This design comes from an exercise in tuning for small area on the open sky130 flow, not from production work.
Function was checked by simulation only, so behaviour that the tests miss may differ from the original.

== the reference run ==
// design3
module design3(clk, rst, fill, consume, error, height);
input clk, rst, fill, consume;
output error;
output [7:0] height;
reg [6:0] s;
wire [6:0] ns;
wire new_n26, new_n27, new_n28, new_n29, new_n30, new_n31, new_n32, new_n33, new_n34, new_n35, new_n36, new_n37, new_n38, new_n39, new_n40, new_n41, new_n42, new_n43, new_n44, new_n45, new_n46, new_n47, new_n48, new_n49, new_n50, new_n51, new_n52, new_n53, new_n54, new_n55, new_n56, new_n57, new_n58, new_n59, new_n60, new_n61, new_n62, new_n63, new_n66, new_n67, new_n69, new_n70, new_n71, new_n72, new_n73, new_n74, new_n76, new_n77, new_n78, new_n79, new_n80, new_n81, new_n82, new_n83, new_n84, new_n85, new_n86, new_n87, new_n88, new_n90, new_n92, new_n93, new_n94, new_n95, new_n96, new_n98, new_n99, new_n100, new_n102, new_n103, new_n104, new_n106, new_n108, new_n110, new_n111, new_n112, new_n113, new_n115;
  g_clkinv u0 (.A(s[5]), .Y(new_n26));
  g_clkinv u1 (.A(s[2]), .Y(new_n27));
  g_clkinv u2 (.A(s[3]), .Y(new_n28));
  g_clkinv u3 (.A(s[4]), .Y(new_n29));
  g_nor2 u4 (.A(new_n28), .B(new_n29), .Y(new_n30));
  g_clkinv u5 (.A(new_n30), .Y(new_n31));
  g_nor2 u6 (.A(new_n27), .B(new_n31), .Y(new_n32));
  g_clkinv u7 (.A(new_n32), .Y(new_n33));
  g_nor2 u8 (.A(new_n26), .B(new_n33), .Y(new_n34));
  g_clkinv u9 (.A(new_n34), .Y(new_n35));
  g_nor2 u10 (.A(s[3]), .B(s[4]), .Y(new_n36));
  ...
Size in the first run: about 100 cells after synthesis, ~7 flip-flops, about 13 I/O pins, roughly 700 µm² of cells after synthesis.
==> flow/config.mk <==
export PLATFORM = sky130hd
export DESIGN_NAME = design3
export DESIGN_NICKNAME = design3
export VERILOG_FILES = /design/flow/design.v
export SDC_FILE = /design/flow/constraint.sdc
export NUM_CORES = 4
export LEC_CHECK = 0
export CAP_MARGIN = 20
export CORE_AREA = 2.5 2.5 62.5 62.5
export DIE_AREA = 0 0 65 65
export SLEW_MARGIN = 20
export SYNTH_HIERARCHICAL = 1
export SYNTH_MINIMUM_KEEP_SIZE = 0
==> flow/constraint.sdc <==
create_clock -name core_clock -period 8.0 [get_ports {clk}]
set_input_delay 1.6000 -clock core_clock [delete_from_list [all_inputs] [get_ports {clk}]]
set_output_delay 1.6000 -clock core_clock [all_outputs]
set_load 0.01 [all_outputs]
standard.sh (not shown) runs the stock make flow with config.mk's settings and CLKGATE_MAP_FILE= SYNTH_SCRIPT=/design/flow/synth_recipe.tcl, a recipe that flattens the netlist after the stock synthesis.
==> flow/flow/run.sh <==
#!/bin/bash
# Own layout flow: the standard synthesis and layout steps, with
#  - port buffers of the smallest buffer cell (every port still gets one),
#  - combinational cells swapped to their smallest drive strength after the resizer,
#  - a minimal clock tree (no dummy load cells).
# Each tool's output goes to a log file in the work folder.
set -uo pipefail
W=$PWD
export BUFFER_PORTS_ARGS="-buffer_cell sky130_fd_sc_hd__buf_1"
export POST_RESIZE_TCL=$W/flow/downsize.tcl
export CTS_ARGS="-sink_clustering_enable -repair_clock_nets -dont_use_dummy_load -sink_clustering_size 30 -buf_list sky130_fd_sc_hd__clkbuf_4 -root_buf sky130_fd_sc_hd__clkbuf_4"
bash standard.sh synth > $W/synth.log 2>&1 || { tail -50 $W/synth.log; exit 1; }
bash standard.sh > $W/layout.log 2>&1 || { tail -50 $W/layout.log; exit 1; }
==> flow/flow/downsize.tcl <==
# Swap each combinational cell to the smallest-area cell of the same family
# (same function and pins, e.g. a21oi_2 -> a21oi_1). Registers, clock cells,
# port buffers and tie cells are left as they are.
set lib_cells {}
foreach lc [get_lib_cells */*] { lappend lib_cells [get_name $lc] }
proc family { name } {
  if { [regexp {^(sky130_fd_sc_hd__[a-z0-9]+)_([0-9]+)$} $name -> base drive] } { return $base }
  return ""
}
array set best {}
foreach lc [get_lib_cells */*] {
  set n [get_name $lc]
  if { [regexp {lpflow|probe} $n] } { continue }
  set fam [family $n]
  if { $fam == "" } { continue }
  set a [get_property $lc area]
  if { ![info exists best($fam)] || $a < [lindex $best($fam) 1] } { set best($fam) [list $n $a] }
}
set count 0
foreach inst [[ord::get_db_block] getInsts] {
  set m [[$inst getMaster] getName]
  if { ![regexp {^sky130_fd_sc_hd__(a|o|nand|nor|inv|and|or|xor|xnor|mux|maj|clkinv)} $m] } { continue }
  if { [regexp {^sky130_fd_sc_hd__(dfx|dfr|clkbuf|buf|conb)} $m] } { continue }
  set fam [family $m]
  if { $fam == "" || ![info exists best($fam)] } { continue }
  set to [lindex $best($fam) 0]
  if { $to != $m } {
    replace_cell [$inst getName] $to
    incr count
  }
}
puts "downsize: swapped $count cells"
Setup changes, the reference run to the trial run
- CTS_BUF_LIST now sky130_fd_sc_hd__clkbuf_4, previously not set
- CTS_CLUSTER_SIZE now 30, previously not set
==> flow/run.sh (new file) <==
#!/bin/bash
# synth_recipe.tcl (not shown) runs the flow's synth.tcl, then flattens the netlist and writes it again
# the make line also repeats each setting of config.mk as NAME=value (left out here)
make -C /OpenROAD-flow-scripts/flow DESIGN_CONFIG=/design/flow/config.mk WORK_HOME=/design/flow/orfs CLKGATE_MAP_FILE= SYNTH_SCRIPT=/design/flow/synth_recipe.tcl finish
removed: flow/flow/run.sh
removed: flow/flow/downsize.tcl
removed: flow/standard.sh
Notes after the runs:
- The trial run was carried through to the last stage, and its layout satisfied the timing, DRC and antenna checks.
- Global-route wire length before repair: lower on the reference run
- Compared to the reference run, the router laid down more metal wire for the trial run.
- The trial run vs the reference run — upper clock frequency limit dropped by a little under 10%
- The trial run ends up with higher final standard cell utilization of the core than the reference run does.
- The reference run -> the trial run: setup TNS after final layout delta 0, exact match
- Between the reference run and the trial run, the worst hold slack does not differ in any meaningful way.

## re-timing with driven ports
Ports are ideal in the flow. The routed layouts listed here were re-timed in OpenROAD. Step 1 sets driving cells, clkbuf_16 on the clock port and buf_2 on the other inputs (assumed; they add their load-dependent delay and slew). Step 2 adds t to the input delays and takes it off the output delays; t is the mean of the earliest and latest rising clock arrival at the registers after step 1. Input paths then give back, and output paths get back, about the clock's delay inside the block. a / b / c = no drivers / after step 1 / after step 2; a / b = the first two.
run | shift t [ns] | setup WS [ns] | worst setup path at the end
the reference run | 0.256 | 3.548 / 3.532 / 3.788 | register to output
the trial run | 0.261 | 3.151 / 3.133 / 3.394 | register to output
After both steps every run listed still meets setup and hold.
